Background: an optimization exercise with open tools, aiming at small area, a short achievable clock period and few clock cycles per item. Do not read the settings as production practice.
RTL that was checked went through simulation tests only; none was proved equivalent to the original.
Power and IR drop assume default switching activity.

the previous run:
Design dotproduct, start of the top module:
module dotproduct (
    input  logic         clk_i,
    input  logic         rst_ni,
    input  logic         start_i,
    input  logic [7:0]   nnz_i,
    input  logic [31:0]  a0_i, a1_i, a2_i, a3_i, a4_i,
                         a5_i, a6_i, a7_i, a8_i, a9_i,
    input  logic [31:0]  b0_i, b1_i, b2_i, b3_i, b4_i,
                         b5_i, b6_i, b7_i, b8_i, b9_i,
    input  logic [31:0]  c_i,
    output logic [63:0]  result_o,
    output logic         busy_o,
    output logic         result_valid_o,
    output logic [31:0]  cycle_count_o
);
    logic        fvalid;      
    logic        fetching;    
    logic        flast;       
    logic        valid_q;
    logic [3:0]  cnt_q;       
    logic [9:0]  sel;         
    logic        ch;          
    logic [31:0] M;           
    logic [7:0]  bneg, bone, btwo;    
    logic        sh;          
    logic [63:0] acc;
    wire start_ok = start_i & ~fvalid;
    wire go       = start_ok | fetching;
    logic [31:0] A, B;
    always_comb begin
        A = ({32{sel[0]}} & a0_i) | ({32{sel[1]}} & a1_i) | ({32{sel[2]}} & a2_i) |
            ({32{sel[3]}} & a3_i) | ({32{sel[4]}} & a4_i) | ({32{sel[5]}} & a5_i) |
            ({32{sel[6]}} & a6_i) | ({32{sel[7]}} & a7_i) | ({32{sel[8]}} & a8_i) |
            ({32{sel[9]}} & a9_i);
        B = ({32{sel[0]}} & b0_i) | ({32{sel[1]}} & b1_i) | ({32{sel[2]}} & b2_i) |
            ({32{sel[3]}} & b3_i) | ({32{sel[4]}} & b4_i) | ({32{sel[5]}} & b5_i) |
  ...
For scale: about 4,100 cells after synthesis, about 160 flip-flops, about 780 I/O pins, about 27,000 um^2 of cells after synthesis.
==> flow/config.mk <==
export PLATFORM = sky130hd
export DESIGN_NAME = dotproduct
export DESIGN_NICKNAME = dotproduct
export VERILOG_FILES = /design/flow/design.v
export SDC_FILE = /design/flow/constraint.sdc
export NUM_CORES = 4
export LEC_CHECK = 0
export ABC_AREA = 1
export CAP_MARGIN = 20
export CORE_MARGIN = 2
export CORE_UTILIZATION = 40
export CTS_BUF_LIST = sky130_fd_sc_hd__clkbuf_4 sky130_fd_sc_hd__clkbuf_8
export SLEW_MARGIN = 20
==> flow/constraint.sdc <==
create_clock -name core_clock -period 15.0 [get_ports {clk_i}]
set_input_delay 3.0000 -clock core_clock [delete_from_list [all_inputs] [get_ports {clk_i}]]
set_output_delay 3.0000 -clock core_clock [all_outputs]
set_load 0.01 [all_outputs]
standard.sh (not shown) runs the stock make flow with config.mk's settings and CLKGATE_MAP_FILE= SYNTH_SCRIPT=/design/flow/synth_recipe.tcl, a recipe that flattens the netlist after the stock synthesis.
==> flow/flow/run.sh <==
#!/bin/bash
set -o pipefail
export BUFFER_PORTS_ARGS="-buffer_cell sky130_fd_sc_hd__buf_1"
bash standard.sh SETUP_SLACK_MARGIN=9.0 finish > standard.log 2>&1
The previous run ran to completion and came out clean on the timing, DRC and antenna checks.
[inputs] the current run vs the previous run
--- a/flow/design.v
+++ b/flow/design.v
@@ -1524,23 +1524,23 @@
     assign fc706 = (acc[59] & ms519) | (acc[59] & mc582) | (ms519 & mc582);
     assign fs707 = acc[60] ^ ms520 ^ mc583;
     assign fc708 = (acc[60] & ms520) | (acc[60] & mc583) | (ms520 & mc583);
     assign fs709 = acc[61] ^ ms521 ^ mc584;
     assign fc710 = (acc[61] & ms521) | (acc[61] & mc584) | (ms521 & mc584);
     assign fs711 = acc[62] ^ ms522 ^ mc585;
     assign fc712 = (acc[62] & ms522) | (acc[62] & mc585) | (ms522 & mc585);
     assign fs713 = acc[63] ^ ms523 ^ mc586;
     assign fc714 = (acc[63] & ms523) | (acc[63] & mc586) | (ms523 & mc586);
     assign fsum = {fs713, fs711, fs709, fs707, fs705, fs703, fs701, fs699, fs697, fs695, fs693, fs691, fs689, fs687, fs685, fs683, fs681, fs679, fs677, fs675, fs673, fs671, fs669, fs667, fs665, fs663, fs661, fs659, fs657, fs655, fs653, fs651, fs649, fs647, fs645, fs643, fs641, fs639, fs637, fs635, fs633, fs631, fs629, fs627, fs625, fs623, fs621, fs619, fs617, fs615, fs613, fs611, fs609, fs607, fs605, fs603, fs601, fs599, fs597, fs595, fs593, fs591, fs589, fs587};
     assign fcar = {fc712, fc710, fc708, fc706, fc704, fc702, fc700, fc698, fc696, fc694, fc692, fc690, fc688, fc686, fc684, fc682, fc680, fc678, fc676, fc674, fc672, fc670, fc668, fc666, fc664, fc662, fc660, fc658, fc656, fc654, fc652, fc650, fc648, fc646, fc644, fc642, fc640, fc638, fc636, fc634, fc632, fc630, fc628, fc626, fc624, fc622, fc620, fc618, fc616, fc614, fc612, fc610, fc608, fc606, fc604, fc602, fc600, fc598, fc596, fc594, fc592, fc590, fc588, mc524};
-    localparam int BW = 4;
+    localparam int BW = 16;
     localparam int NB = 64 / BW;
     logic [NB-2:0] bc;
     logic [63:0]   bcw;
     logic [63:0]   acc_next;
     logic [NB-2:0] bc_next;
     always_comb begin
         bcw = 64'd0;
         for (int k = 1; k < NB; k++) bcw[k*BW] = bc[k-1];
     end
     assign {bc_next[0], acc_next[BW-1:0]} = {1'b0, fsum[BW-1:0]} + {1'b0, fcar[BW-1:0]};
     for (genvar k = 1; k < NB; k++) begin : g_blk
## What came out
Compared with the previous run, the current run shows a total chip power that is 70% lower. Against the previous run, the current run comes in about 4% lower on detailed route wirelength on metal2. In the tables for the current run and the previous run, area added between synthesis and finish reads higher with the current run. Relative to the previous run, adder and majority gate portion of the synthesized area has decreased by 1.3 points in the current run. The current run: count of plain and timing-repair buffers 9.4% above the previous run. The current run vs the previous run on count of distinct cell types in the synthesized netlist: the current run is the higher one. Period utilization: the current run vs the previous run down 0.63 points. | sequential power | the current run vs the previous run | about 23% lower |. Reported for the current run and the previous run, number of setup violations in the final report turned out identical to the last digit. Comparing the current run and the previous run, fraction of power spent switching nets is lower on the current run. Side by side, post-layout worst setup margin turned out higher in the current run than in the previous run.
Testbench counts of the current run, summed over its fixed seeds: cycles 18,851, items 2,400.
For the previous run, only the layout was checked, not whether the RTL still works.

separate check: timing with driven ports:
In the flow no input, the clock included, has a driving cell. The finished layouts below were timed again as built, in two steps.
Step 1 assumes that a clkbuf_16 drives the clock port and a buf_2 every other input.
Step 2 adds t to the input delays and takes it off the output delays; t is the mean of the earliest and latest rising clock arrival at the registers after step 1. Input paths then give back, and output paths get back, about the clock's delay inside the block.
Slacks: no drivers / after step 1 / after step 2; pairs: no drivers / after step 1.
run | t (ns) | setup slack, ns | hold slack, ns | worst data-port slew with drivers (ns) | pins driven straight from the clock port
the previous run | 0.597 | 9.072 / 9.017 / 8.755 | 0.498 / 0.498 / 0.498 | 0.27 | 1
the current run | 0.597 | 9.166 / 9.106 / 8.693 | 0.508 / 0.508 / 0.508 | 0.22 | 1
After both steps setup and hold are still met in every run listed. The setup slack of the current run, which loses most, moves by -0.060 ns with the drivers and by -0.473 ns with both steps.
